From an optimization exercise on the open Yosys and OpenROAD flow, aimed at small area; shortcuts taken in it are not production practice. Only simulation tests tie the RTL to the original design; equivalence was not proved. The clock input has no modelled driver; a real chip could not lean on it and would need a root buffer or a full tree. Power and IR drop assume default switching activity.

[flow/run.sh]
#!/bin/bash
# Standard ORFS flow with three changes:
#  1. the combinational logic of the standard synthesis netlist is collapsed and
#     re-optimised with ABC's &deepsyn (16 seeds, the smallest result is kept); the registers
#     stay exactly as the standard synthesis made them (names and cells);
#  2. ports are buffered with buf_1;
#  3. after CTS the clock tree is collapsed into one buf_12 (flow/onebuf.tcl).
set -euo pipefail
W=$(pwd)
R=$W/orfs/results/$FLOW_PLATFORM/clock/base
LIB=$FLOW_HOME/platforms/$FLOW_PLATFORM/lib/sky130_fd_sc_hd__tt_025C_1v80.lib

bash standard.sh synth > $W/std_synth.log 2>&1
cp $R/1_2_yosys.v $W/std_netlist.v

reopt() {
  local s=$1
  printf 'strash\ncollapse\nsop\nstrash\ndc2\n&get -n\n&deepsyn -T %s -S %s\n&put\ndch -f\namap\ntopo\n' "$DEEP_T" "$s" > $W/deep_$s.abc
  cat > $W/reopt_$s.ys <<EOF
read_liberty -ignore_miss_func $LIB
read_verilog $W/std_netlist.v
hierarchy -top $FLOW_TOP
setattr -mod -set keep_hierarchy 1 sky130_fd_sc_hd__df*
flatten
opt_clean -purge
abc -script $W/deep_$s.abc -liberty $LIB -dont_use *probe* -dont_use *lpflow* -dont_use *clkbuf* -dont_use *clkinv* -dont_use *_0
opt_clean -purge
hilomap -singleton -hicell sky130_fd_sc_hd__conb_1 HI -locell sky130_fd_sc_hd__conb_1 LO
select $FLOW_TOP
write_verilog -noattr -noexpr -selected $W/reopt_$s.v
EOF
  yosys -l $W/reopt_$s.log -q $W/reopt_$s.ys > /dev/null 2>&1 || true
  yosys -l $W/reopt_stat_$s.log -q -p "read_liberty -lib $LIB; read_verilog $W/reopt_$s.v; hierarchy -top $FLOW_TOP; tee -o $W/reopt_$s.stat stat -liberty $LIB" > /dev/null 2>&1 || true
}
DEEP_T=${DEEP_T:-20}
SEEDS="0 1 2 3 4 5 6 7 8 9 10 11 12 13 14 15"
set -- $SEEDS
while (( $# )); do
  for s in "${@:1:4}"; do reopt $s & done
  wait
  shift $(( $# < 4 ? $# : 4 ))
done
best=""; bestA=1e18
for s in $SEEDS; do
  [[ -s $W/reopt_$s.v && -s $W/reopt_$s.stat ]] || continue
  a=$(grep "Chip area for module" $W/reopt_$s.stat | tail -1 | awk '{print $NF}')
  [[ -n "$a" ]] || continue
  if python3 -c "import sys; sys.exit(0 if $a < $bestA else 1)"; then best=$s; bestA=$a; fi
done
echo "reopt areas:"; grep -H "Chip area for module" $W/reopt_*.stat || true
echo "best seed $best area $bestA"
if [[ -n "$best" ]]; then
  rm -f $R/1_synth.odb $R/1_synth.sdc
  cp $W/reopt_$best.v $R/1_2_yosys.v
fi

bash standard.sh BUFFER_PORTS_ARGS="-buffer_cell sky130_fd_sc_hd__buf_1" \
  CTS_ARGS="-sink_clustering_enable -repair_clock_nets -dont_use_dummy_load" \
  POST_CTS_TCL=$W/flow/onebuf.tcl ONEBUF_CELL=sky130_fd_sc_hd__buf_12 \
  finish > $W/std_flow.log 2>&1
[flow/onebuf.tcl]
# Collapse the clock tree CTS built into its root buffer: every leaf buffer's sinks
# move to the root buffer's net, the leaf buffers go, and the root becomes one strong buffer.
set root_name clkbuf_0_clk
set root_pin [get_pins $root_name/X]
set rnet [get_nets -of_objects $root_pin]
foreach leaf [get_cells -quiet clkbuf_1_*] {
  set lname [get_full_name $leaf]
  set onet [get_nets -of_objects [get_pins $lname/X]]
  set inet [get_nets -of_objects [get_pins $lname/A]]
  foreach p [get_pins -of_objects $onet] {
    if {[get_full_name $p] ne "$lname/X"} {
      disconnect_pin $onet $p
      connect_pin $rnet $p
    }
  }
  disconnect_pin $inet [get_pins $lname/A]
  disconnect_pin $onet [get_pins $lname/X]
  delete_instance $leaf
  delete_net $onet
}
if {[info exists ::env(ONEBUF_CELL)]} { set cell $::env(ONEBUF_CELL) } else { set cell sky130_fd_sc_hd__clkbuf_16 }
replace_cell [get_cells $root_name] $cell
detailed_placement
check_placement -verbose
[standard.sh]
#!/bin/bash
# synth_recipe.tcl (not shown) runs the flow's synth.tcl, then flattens the netlist and writes it again
# the make line also repeats each setting of config.mk as NAME=value (left out here)
make -C /OpenROAD-flow-scripts/flow DESIGN_CONFIG=/design/flow/config.mk WORK_HOME=/design/flow/orfs CLKGATE_MAP_FILE= SYNTH_SCRIPT=/design/flow/synth_recipe.tcl "${@:-finish}"
[config.mk]
export PLATFORM = sky130hd
export DESIGN_NAME = clock
export DESIGN_NICKNAME = clock
export VERILOG_FILES = /design/flow/design.v
export SDC_FILE = /design/flow/constraint.sdc
export NUM_CORES = 4
export LEC_CHECK = 0
export ABC_AREA = 1
export CAP_MARGIN = 20
export CELL_PAD_IN_SITES_DETAIL_PLACEMENT = 1
export CORE_AREA = 2 2 66 66
export DIE_AREA = 0 0 68 68
export PLACE_DENSITY = 0.4
export SLEW_MARGIN = 20
[constraint.sdc]
create_clock -name core_clock -period 20.0 [get_ports {clk}]
set_input_delay 4.0000 -clock core_clock [delete_from_list [all_inputs] [get_ports {clk}]]
set_output_delay 4.0000 -clock core_clock [all_outputs]
set_load 0.01 [all_outputs]
[design.v]
module clock (
  input clk,
  input reset,
  input switch,
  output [6:0] led_a,
  output [6:0] led_b,
  output [6:0] led_c,
  output [6:0] led_d,
  output [6:0] led_e,
  output [6:0] led_f
);
reg [3:0] cyc;
wire [3:0] cyc_n, cyc_f;
wire cyc_last;
reg [3:0] s0;
wire [3:0] s0_n, s0_f;
wire s0_last;
reg [2:0] s1;
wire [2:0] s1_n, s1_f;
wire s1_last;
reg [3:0] m0;
wire [3:0] m0_n, m0_f;
wire m0_last;
reg [2:0] m1;
wire [2:0] m1_n, m1_f;
wire m1_last;
reg [4:0] hr;
wire [4:0] hr_n, hr_f;
wire hr_last;
wire en_s0 = cyc_last;
wire en_s1 = en_s0 & s0_last;
wire en_m0 = en_s1 & s1_last;
wire en_m1 = en_m0 & m0_last;
wire en_hr = en_m1 & m1_last;
assign cyc_n[0] = (~reset) | (cyc[1]);
assign cyc_n[1] = (~cyc[0] & ~cyc[3] & reset) | (~cyc[0] & ~cyc[1] & reset) | (cyc[2] & reset);
assign cyc_n[2] = (~cyc[0] & ~cyc[2] & cyc[3] & reset);
assign cyc_n[3] = (~reset) | (~cyc[3]) | (~cyc[0] & ~cyc[2]);
assign cyc_last = (cyc[0] & cyc[1] & ~cyc[3]);
assign s0_f[0] = (s0[2] & ~s0[3]) | (s0[0] & s0[1] & s0[3]) | (~s0[0] & s0[2]);
assign s0_n[0] = ~reset | (en_s0 ? s0_f[0] : s0[0]);
assign s0_f[1] = (s0[0] & s0[1] & ~s0[3]) | (~s0[0] & s0[2]) | (~s0[0] & s0[1] & s0[3]) | (s0[2] & s0[3]);
assign s0_n[1] = reset & (en_s0 ? s0_f[1] : s0[1]);
assign s0_f[2] = (~s0[0] & ~s0[3]) | (~s0[1]) | (s0[0] & ~s0[2] & s0[3]);
assign s0_n[2] = ~reset | (en_s0 ? s0_f[2] : s0[2]);
assign s0_f[3] = (~s0[3]) | (~s0[0] & s0[1] & s0[2]);
assign s0_n[3] = reset & (en_s0 ? s0_f[3] : s0[3]);
assign s0_last = (s0[0] & ~s0[2] & s0[3]);
assign led_a[0] = (~s0[1]);
assign led_a[1] = (~s0[0] & s0[2]) | (s0[2] & s0[3]);
assign led_a[2] = (s0[0] & ~s0[2]) | (s0[3]);
assign led_a[3] = (s0[0] & ~s0[2] & ~s0[3]) | (~s0[1] & s0[3]);
assign led_a[4] = (~s0[0] & s0[1] & s0[2]);
assign led_a[5] = (~s0[0] & ~s0[2]);
assign led_a[6] = (s0[0] & ~s0[2] & ~s0[3]) | (s0[0] & ~s0[1] & s0[3]);
assign s1_f[0] = (~s1[0]);
assign s1_n[0] = ~reset | (en_s1 ? s1_f[0] : s1[0]);
assign s1_f[1] = (~s1[0] & s1[2]) | (s1[1] & s1[2]);
assign s1_n[1] = ~reset | (en_s1 ? s1_f[1] : s1[1]);
assign s1_f[2] = (~s1[0] & ~s1[1]) | (~s1[1] & s1[2]);
assign s1_n[2] = ~reset | (en_s1 ? s1_f[2] : s1[2]);
assign s1_last = (~s1[0] & s1[2]);
assign led_b[0] = (s1[1]);
assign led_b[1] = (~s1[2]);
assign led_b[2] = (~s1[0]) | (~s1[1] & s1[2]);
assign led_b[3] = (s1[0] & ~s1[1] & s1[2]) | (~s1[0] & s1[1]);
assign led_b[4] = (s1[0] & ~s1[2]);
assign led_b[5] = (~s1[0] & s1[2]);
assign led_b[6] = (s1[0] & ~s1[1] & s1[2]) | (~s1[0] & s1[1]);
assign m0_f[0] = (m0[0] & ~m0[3]) | (~m0[1] & ~m0[3]);
assign m0_n[0] = reset & (en_m0 ? m0_f[0] : m0[0]);
assign m0_f[1] = (m0[1] & ~m0[2]) | (~m0[0] & ~m0[1]);
assign m0_n[1] = ~reset | (en_m0 ? m0_f[1] : m0[1]);
assign m0_f[2] = (m0[0] & m0[1]) | (~m0[2] & m0[3]) | (m0[1] & m0[3]);
assign m0_n[2] = reset & (en_m0 ? m0_f[2] : m0[2]);
assign m0_f[3] = (~m0[1] & ~m0[2]) | (~m0[0] & ~m0[2]);
assign m0_n[3] = ~reset | (en_m0 ? m0_f[3] : m0[3]);
assign m0_last = (~m0[0] & ~m0[2] & m0[3]);
assign led_c[0] = (~m0[0] & m0[2]);
assign led_c[1] = (m0[0] & m0[1]) | (~m0[0] & ~m0[1]);
assign led_c[2] = (~m0[1] & ~m0[3]) | (m0[1] & ~m0[2] & m0[3]) | (~m0[1] & m0[2]) | (m0[2] & ~m0[3]);
assign led_c[3] = (~m0[1] & m0[2]);
assign led_c[4] = (m0[0] & m0[1] & ~m0[2]);
assign led_c[5] = (~m0[1] & ~m0[2]);
assign led_c[6] = (~m0[1] & m0[2] & ~m0[3]);
assign m1_f[0] = (m1[2]);
assign m1_n[0] = ~reset | (en_m1 ? m1_f[0] : m1[0]);
assign m1_f[1] = (~m1[0]);
assign m1_n[1] = reset & (en_m1 ? m1_f[1] : m1[1]);
assign m1_f[2] = (m1[1]);
assign m1_n[2] = reset & (en_m1 ? m1_f[2] : m1[2]);
assign m1_last = (m1[0] & ~m1[2]);
assign led_d[0] = (~m1[0] & ~m1[2]);
assign led_d[1] = (m1[1]);
assign led_d[2] = (m1[0]) | (m1[1] & ~m1[2]);
assign led_d[3] = (m1[1] & ~m1[2]) | (~m1[1] & m1[2]);
assign led_d[4] = (~m1[0] & m1[2]);
assign led_d[5] = (m1[0] & ~m1[2]);
assign led_d[6] = (m1[1] & ~m1[2]) | (~m1[1] & m1[2]);
assign hr_f[0] = (~hr[0]);
assign hr_n[0] = reset & (en_hr ? hr_f[0] : hr[0]);
assign hr_f[1] = (hr[0] & ~hr[1]) | (~hr[0] & hr[1]);
assign hr_n[1] = reset & (en_hr ? hr_f[1] : hr[1]);
assign hr_f[2] = (hr[0] & hr[1] & ~hr[2] & ~hr[3]) | (~hr[1] & hr[2]) | (~hr[0] & hr[2]);
assign hr_n[2] = reset & (en_hr ? hr_f[2] : hr[2]);
assign hr_f[3] = (hr[0] & hr[1] & hr[2]) | (~hr[1] & hr[3]) | (~hr[0] & hr[3]);
assign hr_n[3] = reset & (en_hr ? hr_f[3] : hr[3]);
assign hr_f[4] = (hr[0] & hr[1] & hr[3] & ~hr[4]) | (~hr[3] & hr[4]) | (~hr[1] & hr[4]) | (~hr[0] & hr[4]);
assign hr_n[4] = ~reset | (en_hr ? hr_f[4] : hr[4]);
assign hr_last = 1'b0;
assign led_e[0] = (~hr[1] & ~hr[2] & ~hr[3] & ~hr[4] & ~switch) | (hr[0] & hr[1] & hr[2] & ~hr[4]) | (hr[1] & hr[3] & ~hr[4]) | (hr[0] & ~hr[1] & ~hr[2] & ~hr[3] & switch) | (hr[0] & ~hr[1] & hr[2] & hr[4] & ~switch) | (hr[0] & hr[1] & hr[2] & switch) | (~hr[1] & hr[3] & hr[4] & ~switch) | (hr[1] & hr[3] & switch);
assign led_f[0] = (~hr[4]) | (~hr[3]) | (switch);
assign led_e[1] = (hr[1] & ~hr[2] & ~hr[3] & ~hr[4]) | (hr[0] & hr[1] & ~hr[4]) | (~hr[2] & ~hr[3] & switch) | (~hr[1] & ~hr[2] & ~hr[3] & hr[4]) | (hr[0] & ~hr[1] & hr[4] & ~switch) | (hr[0] & hr[1] & switch) | (hr[1] & hr[3] & hr[4] & ~switch) | (hr[0] & ~hr[2] & ~hr[3] & ~hr[4]);
assign led_f[1] = (hr[1] & hr[3]) | (~hr[0] & ~hr[1] & ~hr[2] & ~hr[3] & switch) | (hr[4] & ~switch);
assign led_e[2] = (hr[0]) | (hr[1] & ~hr[2] & ~hr[3] & hr[4] & ~switch) | (~hr[1] & hr[2] & ~hr[4]) | (~hr[1] & hr[2] & switch);
assign led_f[2] = (hr[1] & hr[3] & ~hr[4]) | (~hr[0] & ~hr[1] & ~hr[2] & ~hr[3] & switch) | (~hr[3] & hr[4] & ~switch) | (hr[1] & hr[3] & switch);
assign led_e[3] = (hr[0] & ~hr[1] & ~hr[2] & ~hr[3] & ~hr[4]) | (~hr[0] & ~hr[1] & hr[2] & ~hr[4]) | (hr[0] & hr[1] & hr[2] & ~hr[4]) | (hr[0] & hr[1] & hr[3] & ~hr[4]) | (hr[0] & ~hr[1] & ~hr[2] & ~hr[3] & switch) | (~hr[0] & hr[1] & ~hr[2] & ~hr[3] & hr[4] & ~switch) | (~hr[0] & ~hr[1] & hr[2] & switch) | (hr[0] & ~hr[1] & hr[3] & hr[4] & ~switch) | (hr[0] & hr[1] & hr[3] & switch) | (hr[0] & ~hr[1] & hr[2] & hr[4] & ~switch) | (hr[0] & hr[1] & hr[2] & switch);
assign led_f[3] = (hr[1] & hr[3] & ~hr[4]) | (~hr[0] & ~hr[1] & ~hr[2] & ~hr[3] & switch) | (~hr[3] & hr[4] & ~switch) | (hr[1] & hr[3] & switch);
assign led_e[4] = (~hr[0] & ~hr[2] & ~hr[3] & switch) | (~hr[0] & ~hr[1] & ~hr[2] & ~hr[3] & hr[4]) | (~hr[0] & hr[1] & ~hr[2] & ~hr[3] & ~hr[4]) | (~hr[0] & hr[1] & hr[3] & hr[4] & ~switch);
assign led_f[4] = (hr[3] & hr[4] & ~switch);
assign led_e[5] = (hr[0] & ~hr[1] & hr[2] & ~hr[4]) | (~hr[0] & hr[1] & hr[2] & ~hr[4]) | (hr[0] & hr[1] & ~hr[2] & ~hr[3] & hr[4] & ~switch) | (~hr[0] & ~hr[1] & hr[2] & hr[4] & ~switch) | (hr[0] & ~hr[1] & hr[2] & switch) | (~hr[0] & hr[1] & hr[2] & switch);
assign led_f[5] = 1'b0;
assign led_e[6] = (hr[0] & ~hr[1] & ~hr[2] & ~hr[3] & ~hr[4]) | (~hr[0] & ~hr[1] & hr[2] & ~hr[4]) | (hr[0] & hr[1] & hr[3] & ~hr[4]) | (hr[0] & ~hr[1] & ~hr[2] & ~hr[3] & switch) | (hr[0] & ~hr[1] & hr[3] & hr[4] & ~switch) | (~hr[0] & hr[1] & ~hr[2] & ~hr[3] & hr[4] & ~switch) | (hr[0] & hr[1] & hr[3] & switch) | (~hr[0] & ~hr[1] & hr[2] & switch);
assign led_f[6] = (hr[1] & hr[3] & ~hr[4]) | (~hr[0] & ~hr[1] & ~hr[2] & ~hr[3] & switch) | (~hr[3] & hr[4] & ~switch) | (hr[1] & hr[3] & switch);
always @(posedge clk) begin
  cyc <= cyc_n;
  s0 <= s0_n;
  s1 <= s1_n;
  m0 <= m0_n;
  m1 <= m1_n;
  hr <= hr_n;
end
endmodule
==> notes.md <==
Core Footprint about 4000 µm²; hold_ws between 400 and 500 ps; Clock Latency Late Sink between 100 and 150 ps; number of max-slew violations in the final report 0; combinational fraction of design power 0.077; HPWL Detailed ~2400 µm; Starting Density 0.271; Clock Sink Count 23; Worst Path Max Fanout 3; post-place instance area between 1000 and 1500 µm²; worst relative slew slack 0.453; Routed Antenna Nets 0; PD cells 55.3 nW/µm²; Setup Viol. Count Final 0; placed cells around 240; drt first pass iters 4; Min Clock Period, post-route between 9000 and 10000 ps; synthesized instance count 150; non-filler cells, final 244; PortBufs 43; initial antenna violation count 0; Switch Pwr 0.0164 mW; Clock Skew 2.61 ps; pin count of the biggest net entering global routing 24; Synthesis Warnings 1; critical path, cell by cell buf_1 -> nor2_1 -> inv_1 -> nor2_1 -> inv_1 -> nor2_1 -> o221ai_1 -> nor2_1 -> or3_1 -> o32ai_1 -> nand2_1 -> o21ai_1 -> o21a_1 -> buf_1; gp weighted congestion about 0.73; Total Power ~0.073 mW; syn_nets between 150 and 200; Iter 0 DRT Violations 38; cell mode on critical path nor2_1; Rows 23; die height roughly 70 µm; # DRC 0; Synth Area per Inst slightly above 7 µm²; fin crit share 0.498; CP max stage delay between 300 and 400 ps; drt wl/cell approximately 13 µm; fill count 536; max frequency approximately 100 MHz; RSZ-0062 raised after global routing false; Synth-to-Final Area Change 22.6%; IO Count 45; Pint 0.0566 mW; pre-CTS setup slack between 10000 and 15000 ps; share of cells above drive strength 1 0.00515; DR vias/cell 4.94; DRT Wirelength ~3100 µm; die width between 60 and 70 µm; global route overflow 0; first-pass GRT wire length 4730 µm; vias in the first global route 1083; CP endpoint kind output pin; CP max stage cell or3_1; crit path DAT 5970 ps; CP startpoint kind input pin; Max VDD drop 0.0000200 V; clock share of power 0.273; Setup WS post-layout 10030 ps; leakage approximately 0.53 nW; setup_tns 0 ps; Antenna diodes 0; total of max-cap violations 0; outcome timing/DRC/antenna clean; nets@finish 199; synthesized area around 1100 µm²; WP data required roughly 16000 ps; Reg clk slew, reported paths around 90 ps; die area 4620 µm²; sw frac 0.225; routed via count ~1200; Core Util, Final 0.333; slew at the pin closest to its max-slew limit around 810 ps; Final Hold Violating Endpoints 0; Hold/Removal Path Class flip-flop to flip-flop; total global-route track usage 0.150; Setup CP Type input pin to output pin; design area 1320 µm²; Seq pwr share 0.650
==> state kept, by name, indices dropped and copies added, names as in the netlist <==
name,flops
hr,5
s1,3
m0,4
cyc,4
m1,3
s0,4
==> power groups by stage <==
| stage | combinational (mW) | sequential (mW) | clock (mW) |
|---|---|---|---|
| after detailed placement | 0.00573 | 0.0485 | 0 |
| after global routing | 0.00655 | 0.0477 | 0.0228 |
| final | 0.00564 | 0.0475 | 0.0199 |
| after floorplan | 0.00370 | 0.0483 | 0 |
| after global placement | 0.00554 | 0.0484 | 0 |
==> cell usage in the layout (no fill, tap or decap), types with 3 or more instances in the layout <==
cell type,count
o32ai_1,3
o21ai_1,16
a211oi_1,4
nand2_1,12
nor4_1,3
a21oi_1,5
dfxtp_1,23
buf_1,43
o221ai_1,3
nor3_1,5
o22ai_1,3
o21a_1,3
nor2_1,30
inv_1,27
==> routing by layer <==
layer	routed length, µm	global-route usage	vias to the layer above	share of wire
li1	-	-	598	-
met1	1310	0.195	567	0.43
met2	1550	0.266	39	0.50
met3	190	0.0164	2	0.062
met4	19	0.0300	0	0.0062
met5	0	0	-	0
==> path summary, 6_finish.rpt <==
path                              from  endpoint  slack, ps  cells past startpoint
worst max-delay path            switch  led_e[6]      10030                     14
worst max register to register  cyc[0]     hr[2]      17030                     10
worst min register to register  cyc[3]    cyc[3]        440                      1
worst min-delay path            cyc[3]    cyc[3]        440                      1
==> critical path: cells and delay by family <==
family	cells	cell delay [ps]
AOI/OAI and AO/OA	4	820
buffers and inverters	4	410
and+or+nand+nor	6	740
==> final cells by class <==
class | instances | area, µm² | area share
Clock buffer | 1 | 20.0 | 0.0152
Inverter | 27 | 101 | 0.0767
Tap cell | 50 | 62.6 | 0.0473
Multi-Input combinational cell | 100 | 515 | 0.390
Sequential cell | 23 | 460 | 0.348
Timing Repair Buffer | 43 | 161 | 0.122

## re-timing with driven ports
The results above use ideal ports. As a check the final layout listed here was re-extracted and re-timed, cells and wires unchanged. Step 1 assumes that a clkbuf_16 drives the clock port and a buf_2 every other input. Step 2 also shifts input and output timing later by t, the mid clock arrival at the registers, as if the neighbouring blocks saw the same clock. Three values: ideal ports, drivers, drivers and shift; two values: the first two.
t, ns: 0.157
slack for setup (ns): 10.033 / 10.007 / 10.007
worst setup path at the end: input to output
worst data-port slew with drivers (ns): 0.03
cell pins on the clock port's net: 1
After both steps this run still meets setup and hold. The setup slack of this run moves by -0.026 ns with the drivers and by -0.026 ns with both steps.
